Context: an optimization exercise on an open-source flow, tuned for small area and a short achievable clock period. The choices shown serve that exercise and are no tape-out recipe. In this exercise RTL edits were held to simulation tests only and were not proved equivalent to the original. The clock port is modelled as an ideal driver, which makes a skipped or thinned clock tree look cheaper than it is; a real chip needs a root buffer or a tree.

Setup of wip/quartz:
Design encoder, start of the top module:
module encoder (
    input clk,
    input rst_n,
    input [31:0] data_in,
    output logic [31:0] data_out
);
Settings: LEC_CHECK=0, CAP_MARGIN=20, CORE_MARGIN=2, CORE_UTILIZATION=65, PLACE_DENSITY=0.75, SLEW_MARGIN=20; clock period 14.0 ns.
standard.sh (not shown) runs the stock make flow with config.mk's settings and CLKGATE_MAP_FILE= SYNTH_SCRIPT=/design/flow/synth_recipe.tcl, a recipe that flattens the netlist after the stock synthesis.
==> flow/flow/run.sh <==
#!/bin/bash
# Standard layout, except: the synthesis maps with flow/abc_speed.script,
# the clock tree is flow/ctree.tcl's two-level tree, the ports get plain
# buffers, timing repair aims below the period, and the wire capacitance
# the placement-stage timing estimates use is scaled up by 1.3 (closer to
# the extracted values).
set -euo pipefail
rm -rf scripts_local
cp -r "$FLOW_HOME/scripts" scripts_local
cp flow/abc_speed.script scripts_local/abc_speed.script
sed -i 's|^log_cmd clock_tree_synthesis .*|source $::env(CTREE_TCL)|' scripts_local/cts.tcl
grep -q CTREE_TCL scripts_local/cts.tcl
python3 - "$FLOW_HOME/platforms/sky130hd/setRC.tcl" 1.3 > setRC_scaled.tcl <<'PY'
import re, sys
s = open(sys.argv[1]).read()
k = float(sys.argv[2])
print(re.sub(r'-capacitance ([0-9.Ee+-]+)', lambda m: '-capacitance %g' % (float(m.group(1)) * k), s))
PY
export LAYER_PARASITICS_FILE=$PWD/setRC_scaled.tcl
export CTREE_TCL=$PWD/flow/ctree.tcl
export CTREE_LEAF=20
export CTREE_BUF_LEAF=sky130_fd_sc_hd__clkbuf_16
export CTREE_BUF_TOP=sky130_fd_sc_hd__clkbuf_16
export SCRIPTS_DIR=$PWD/scripts_local
export BUFFER_PORTS_ARGS="-buffer_cell sky130_fd_sc_hd__buf_2"
export SETUP_SLACK_MARGIN=10.25
bash standard.sh > standard.log 2>&1
==> flow/flow/abc_speed.script <==
strash
&get -n
&dch -f
&nf -R 1000 -p -E 50
&put
topo
stime -c
Other scripts of this flow, unchanged in this note and not shown: flow/flow/ctree.tcl
Edits applied to the flow inputs when going from wip/quartz to wip/maple:
# wip/quartz
export LEC_CHECK = 0
export CAP_MARGIN = 20
export CORE_MARGIN = 2
export CORE_UTILIZATION = 65
export PLACE_DENSITY = 0.75
export SLEW_MARGIN = 20
create_clock -name core_clock -period 14.0 [get_ports {clk}]
# wip/maple
export LEC_CHECK = 0
export CAP_MARGIN = 20
export CORE_MARGIN = 2
export CORE_UTILIZATION = 65
export SLEW_MARGIN = 20
create_clock -name core_clock -period 14.0 [get_ports {clk}]
diff --git a/flow/flow/run.sh b/flow/flow/run.sh
--- a/flow/flow/run.sh
+++ b/flow/flow/run.sh
@@ -24,4 +24,5 @@
 export SCRIPTS_DIR=$PWD/scripts_local
 export BUFFER_PORTS_ARGS="-buffer_cell sky130_fd_sc_hd__buf_2"
-export SETUP_SLACK_MARGIN=10.25
+export SETUP_SLACK_MARGIN=10.15
+export GPL_KEEP_OVERFLOW=0
 bash standard.sh > standard.log 2>&1
==> run notes <==
Between wip/quartz and wip/maple, met3 wirelength from detailed routing is higher for wip/maple, wip/quartz comes in under that.
Arrival time of the worst setup path is higher on wip/quartz
Summary: HPWL reported at the end of detailed placement, wip/maple worse than wip/quartz
Summary of wip/maple over wip/quartz: sequential share of cell area went down 0.25 points, minimum setup slack in the final design fell 0.059 ns.
Setup changes, wip/maple to wip/willow
diff --git a/flow/flow/run.sh b/flow/flow/run.sh
--- a/flow/flow/run.sh
+++ b/flow/flow/run.sh
@@ -25,4 +25,3 @@
 export BUFFER_PORTS_ARGS="-buffer_cell sky130_fd_sc_hd__buf_2"
 export SETUP_SLACK_MARGIN=10.15
-export GPL_KEEP_OVERFLOW=0
 bash standard.sh > standard.log 2>&1
Setup slack: wip/willow more than wip/maple
Compared with wip/maple, wip/willow ends up with less cell area.
After detailed routing, wip/maple needs more wire than wip/willow.
wip/willow: global-route usage is 1.5 points lower than what wip/maple reported.
Compared with wip/maple, wip/willow shows ratio of final minimum period to clock period lower by 0.18 points.
When the final numbers for wip/willow and wip/maple were put side by side, the post-route minimum period turned out to be smaller in wip/willow.
Compared with wip/maple, wip/willow shows a top achievable clock speed that is 0.69% higher.
When wip/willow is measured against wip/maple, its area added between synthesis and finish turns out 3.2 points lower.
Lower hold slack among wip/willow and wip/maple: wip/willow
Input-level comparison between wip/cedar and wip/willow:
==> flow/flow/abc_speed.script <==
strash
&get -n
&dch -f
&nf -R 1000 -p
&put
topo
stime -c
==> run notes <==
- Sort wip/cedar and wip/willow by fraction of final layout cells with drive strength greater than 1 desc -> top: wip/cedar
- wip/cedar vs. wip/willow: sequential share of cell area went down, detailed-routing wirelength on met1 did not really move.
No run of this note takes its clock network from TritonCTS; it comes from the design's own scripts or RTL.

## what the ideal ports hide
How much do the figures lean on ideal ports? The routed layouts below were timed once more, with nothing changed but the port constraints.
Step 1 (the two cells are an assumption about what drives the block):
set clk [get_ports {clk}]
set_driving_cell -lib_cell sky130_fd_sc_hd__clkbuf_16 $clk
set_driving_cell -lib_cell sky130_fd_sc_hd__buf_2 [delete_from_list [all_inputs] $clk]
Step 2 adds t to the input delays and takes it off the output delays; t is the mean of the earliest and latest rising clock arrival at the registers after step 1. Input paths then give back, and output paths get back, about the clock's delay inside the block.
a / b / c = ideal / step 1 / step 2; a / b = the first two.
run | t, ns | slack for setup (ns) | hold WS [ns] | worst setup path at the end | worst slew at a driven data input, ns
wip/quartz | 0.411 | 10.454 / 10.348 / 10.131 | 0.493 / 0.493 / 0.493 | input to register | 0.03
wip/maple | 0.416 | 10.396 / 10.279 / 10.136 | 0.496 / 0.496 / 0.496 | input to register | 0.03
wip/willow | 0.404 | 10.420 / 10.310 / 10.155 | 0.485 / 0.485 / 0.485 | input to register | 0.03
wip/cedar | 0.410 | 10.432 / 10.330 / 10.178 | 0.485 / 0.485 / 0.485 | input to register | 0.04
After both steps every run listed still meets setup and hold. The setup slack of wip/quartz, which loses most, moves by -0.106 ns with the drivers and by -0.323 ns with both steps.
